This is an optimization exercise on Yosys and OpenROAD, whose aim is small area and a short achievable clock period, not a production implementation. In this exercise RTL edits were held to simulation tests only and were not proved equivalent to the original.

Setup of violet:
Design top, start of the top module:
module top #(parameter m = 7) (
    input clk,
    input signed [m-1:0] noise_in,
    output reg signed [2*m-1:0] filter_out
);
For scale: about 120 flip-flops, roughly 22 I/O pins.
==> flow/config.mk <==
export PLATFORM = sky130hd
export DESIGN_NAME = top
export DESIGN_NICKNAME = top
export VERILOG_FILES = /design/flow/design.v
export SDC_FILE = /design/flow/constraint.sdc
export NUM_CORES = 4
export LEC_CHECK = 0
export CAP_MARGIN = 20
export CORE_MARGIN = 2
export CORE_UTILIZATION = 60
export CTS_BUF_LIST = sky130_fd_sc_hd__clkbuf_4
export SLEW_MARGIN = 20
export SYNTH_HIERARCHICAL = 1
==> flow/constraint.sdc <==
create_clock -name core_clock -period 10.0 [get_ports {clk}]
set_input_delay 2.0000 -clock core_clock [delete_from_list [all_inputs] [get_ports {clk}]]
set_output_delay 2.0000 -clock core_clock [all_outputs]
set_load 0.01 [all_outputs]
standard.sh (not shown) runs the stock make flow with config.mk's settings and CLKGATE_MAP_FILE= SYNTH_SCRIPT=/design/flow/synth_recipe.tcl, a recipe that flattens the netlist after the stock synthesis.
==> flow/flow/run.sh <==
#!/bin/bash
# The standard ORFS layout with two changes:
# * the port buffers are buf_4 cells instead of the delay buffer that
#   buffer_ports picks by default (about half a nanosecond on every input);
# * from clock-tree synthesis on, the standard repair_timing steps aim for
#   7.05 ns of setup slack, resizing and swapping pins only, so that the few
#   paths from the input port get larger gates; the constraints (10 ns clock,
#   2 ns input and output delays) are unchanged.
set -euo pipefail
export BUFFER_PORTS_ARGS="-buffer_cell sky130_fd_sc_hd__buf_4"
bash standard.sh place > standard_place.log 2>&1
export SETUP_SLACK_MARGIN=7.05
export SETUP_MOVE_SEQUENCE=sizeup,swap
bash standard.sh finish > standard_finish.log 2>&1
### violet -> tundra
# violet
export LEC_CHECK = 0
export CAP_MARGIN = 20
export CORE_MARGIN = 2
export CORE_UTILIZATION = 60
export CTS_BUF_LIST = sky130_fd_sc_hd__clkbuf_4
export SLEW_MARGIN = 20
export SYNTH_HIERARCHICAL = 1
create_clock -name core_clock -period 10.0 [get_ports {clk}]
# tundra
export LEC_CHECK = 0
export CAP_MARGIN = 20
export CORE_MARGIN = 2
export CORE_UTILIZATION = 65
export CTS_BUF_LIST = sky130_fd_sc_hd__clkbuf_4
export SLEW_MARGIN = 20
export SYNTH_HIERARCHICAL = 1
create_clock -name core_clock -period 10.0 [get_ports {clk}]
==> flow/flow/run.sh <==
#!/bin/bash
# The standard ORFS layout with these changes:
# * the port buffers are buf_4 cells instead of the delay buffer that
#   buffer_ports picks by default (about half a nanosecond on every input);
# * from clock-tree synthesis on, the standard repair_timing steps aim for
#   6.95 ns of setup slack, resizing and swapping pins only, so that the few
#   paths from the input port get larger gates; the constraints (10 ns clock,
#   2 ns input and output delays) are unchanged;
# * clock-tree synthesis inserts no dummy loads (cells that only add load to
#   balance the tree: about 200 um2 of this small design's area);
# * after floorplanning, logic cells that synthesis gave a drive strength
#   above 1 are set back to drive 1 (flow/downsize.tcl); repair upsizes them
#   again where needed.
set -euo pipefail
export BUFFER_PORTS_ARGS="-buffer_cell sky130_fd_sc_hd__buf_4"
export CTS_ARGS="-sink_clustering_enable -repair_clock_nets -buf_list sky130_fd_sc_hd__clkbuf_4 -dont_use_dummy_load"
bash standard.sh floorplan > standard_floorplan.log 2>&1
ODB=orfs/results/sky130hd/top/base/2_floorplan.odb openroad -no_init -exit flow/downsize.tcl > downsize.log 2>&1
bash standard.sh place > standard_place.log 2>&1
export SETUP_SLACK_MARGIN=6.95
export SETUP_MOVE_SEQUENCE=sizeup,swap
bash standard.sh finish > standard_finish.log 2>&1
==> flow/flow/downsize.tcl (new file) <==
# After floorplanning: every logic cell that synthesis mapped to a drive
# strength above 1 becomes the drive-1 cell of the same function; the later
# repair steps upsize again wherever slew, load or timing call for it.
set odb $::env(ODB)
read_db $odb
set db [ord::get_db]
set n 0
foreach inst [[ord::get_db_block] getInsts] {
  set m [[$inst getMaster] getName]
  if {[regexp {^(sky130_fd_sc_hd__(a21oi|o21ai|nor2b|nand2b|nor2|nand2|xor2|xnor2|inv|a21o|o21a|and2|or2|and2b))_([2-9]|1[0-9])$} $m -> base]} {
    set small [$db findMaster ${base}_1]
    if {$small ne "NULL" && $small ne ""} {
      if {[$inst swapMaster $small]} { incr n }
    }
  }
}
puts "downsized $n cells"
write_db $odb
Findings:
The cell count after placement reported for tundra is smaller than that of violet by 3.6%.
tundra vs. violet: area added between synthesis and finish lost 6.4 points, time the worst path needs with I/O delays and setup picked up an extra 0.065 ns, setup slack lost 0.065 ns.
Per the comparison of tundra with violet, core utilization shows an increase of 0.97 points; post-layout instance count excluding filler cells shows a reduction of 5.8%.
The wire length number comes out lower for tundra vs violet.


Starting RTL as in the previous note.
clock: 10.0 ns
lec_check: 0
cap_margin: 20
core_margin: 2
core_utilization: 60
cts_buf_list: sky130_fd_sc_hd__clkbuf_4
slew_margin: 20
synth_hierarchical: 1
==> flow/flow/run.sh <==
#!/bin/bash
# The standard ORFS layout with two changes:
# * the port buffers are buf_4 cells instead of the delay buffer that
#   buffer_ports picks by default (about half a nanosecond on every input);
# * from clock-tree synthesis on, the standard repair_timing steps aim for
#   6.9 ns of setup slack, resizing and swapping pins only, so that the few
#   paths from the input port get larger gates; the constraints (10 ns clock,
#   2 ns input and output delays) are unchanged;
# * clock-tree synthesis inserts no dummy loads (cells that only add load to
#   balance the tree: about 200 um2 of this small design's area).
set -euo pipefail
export BUFFER_PORTS_ARGS="-buffer_cell sky130_fd_sc_hd__buf_4"
export CTS_ARGS="-sink_clustering_enable -repair_clock_nets -buf_list sky130_fd_sc_hd__clkbuf_4 -dont_use_dummy_load"
bash standard.sh place > standard_place.log 2>&1
export SETUP_SLACK_MARGIN=6.9
export SETUP_MOVE_SEQUENCE=sizeup,swap
bash standard.sh finish > standard_finish.log 2>&1
The starting point produced a clean layout.
Edit:
--- a/flow/flow/run.sh
+++ b/flow/flow/run.sh
@@ -4,5 +4,5 @@
 #   buffer_ports picks by default (about half a nanosecond on every input);
 # * from clock-tree synthesis on, the standard repair_timing steps aim for
-#   6.9 ns of setup slack, resizing and swapping pins only, so that the few
+#   6.95 ns of setup slack, resizing and swapping pins only, so that the few
 #   paths from the input port get larger gates; the constraints (10 ns clock,
 #   2 ns input and output delays) are unchanged;
@@ -13,5 +13,5 @@
 export CTS_ARGS="-sink_clustering_enable -repair_clock_nets -buf_list sky130_fd_sc_hd__clkbuf_4 -dont_use_dummy_load"
 bash standard.sh place > standard_place.log 2>&1
-export SETUP_SLACK_MARGIN=6.9
+export SETUP_SLACK_MARGIN=6.95
 export SETUP_MOVE_SEQUENCE=sizeup,swap
 bash standard.sh finish > standard_finish.log 2>&1
=> The changed run produced a clean layout; wire length came out higher by 0.31%; fmax came out higher by 1.6%; cell count does not change; first-iteration DRC count came out higher by 43%; utilization came out higher by 0.93 points; sequential share of layout area came out lower by 0.46 points; global-route usage stays the same; count of clock-buffer cells in the layout is unchanged; die area is unchanged.

-- static timing again, ports no longer ideal --
No port has a modelled driver above. Below, the same layouts with a new extraction and two added sets of constraints.
Step 1, drivers: a clkbuf_16 drives clk and a buf_2 each remaining input, both assumed.
Step 2, shift: input delay + t, output delay - t, t = (earliest + latest rising clock arrival at the registers) / 2. This alone moves slack from input paths to output paths.
Three values: no drivers, after step 1, after step 2; two values: the first two.
run	shift t [ns]	setup WS [ns]	worst setup path after step 2	latest minus earliest clock arrival (ns)
violet	0.553	6.970 / 6.949 / 6.426	input to register	0.018 / 0.018
tundra	0.495	6.905 / 6.913 / 6.418	input to register	0.059 / 0.058
the first run of note 2	0.536	6.934 / 6.941 / 6.405	input to register	0.036 / 0.036
the second run of note 2	0.532	6.982 / 6.984 / 6.457	input to register	0.035 / 0.035
After both steps every run listed still meets setup and hold. The setup slack of violet, which loses most, moves by -0.021 ns with the drivers and by -0.544 ns with both steps.
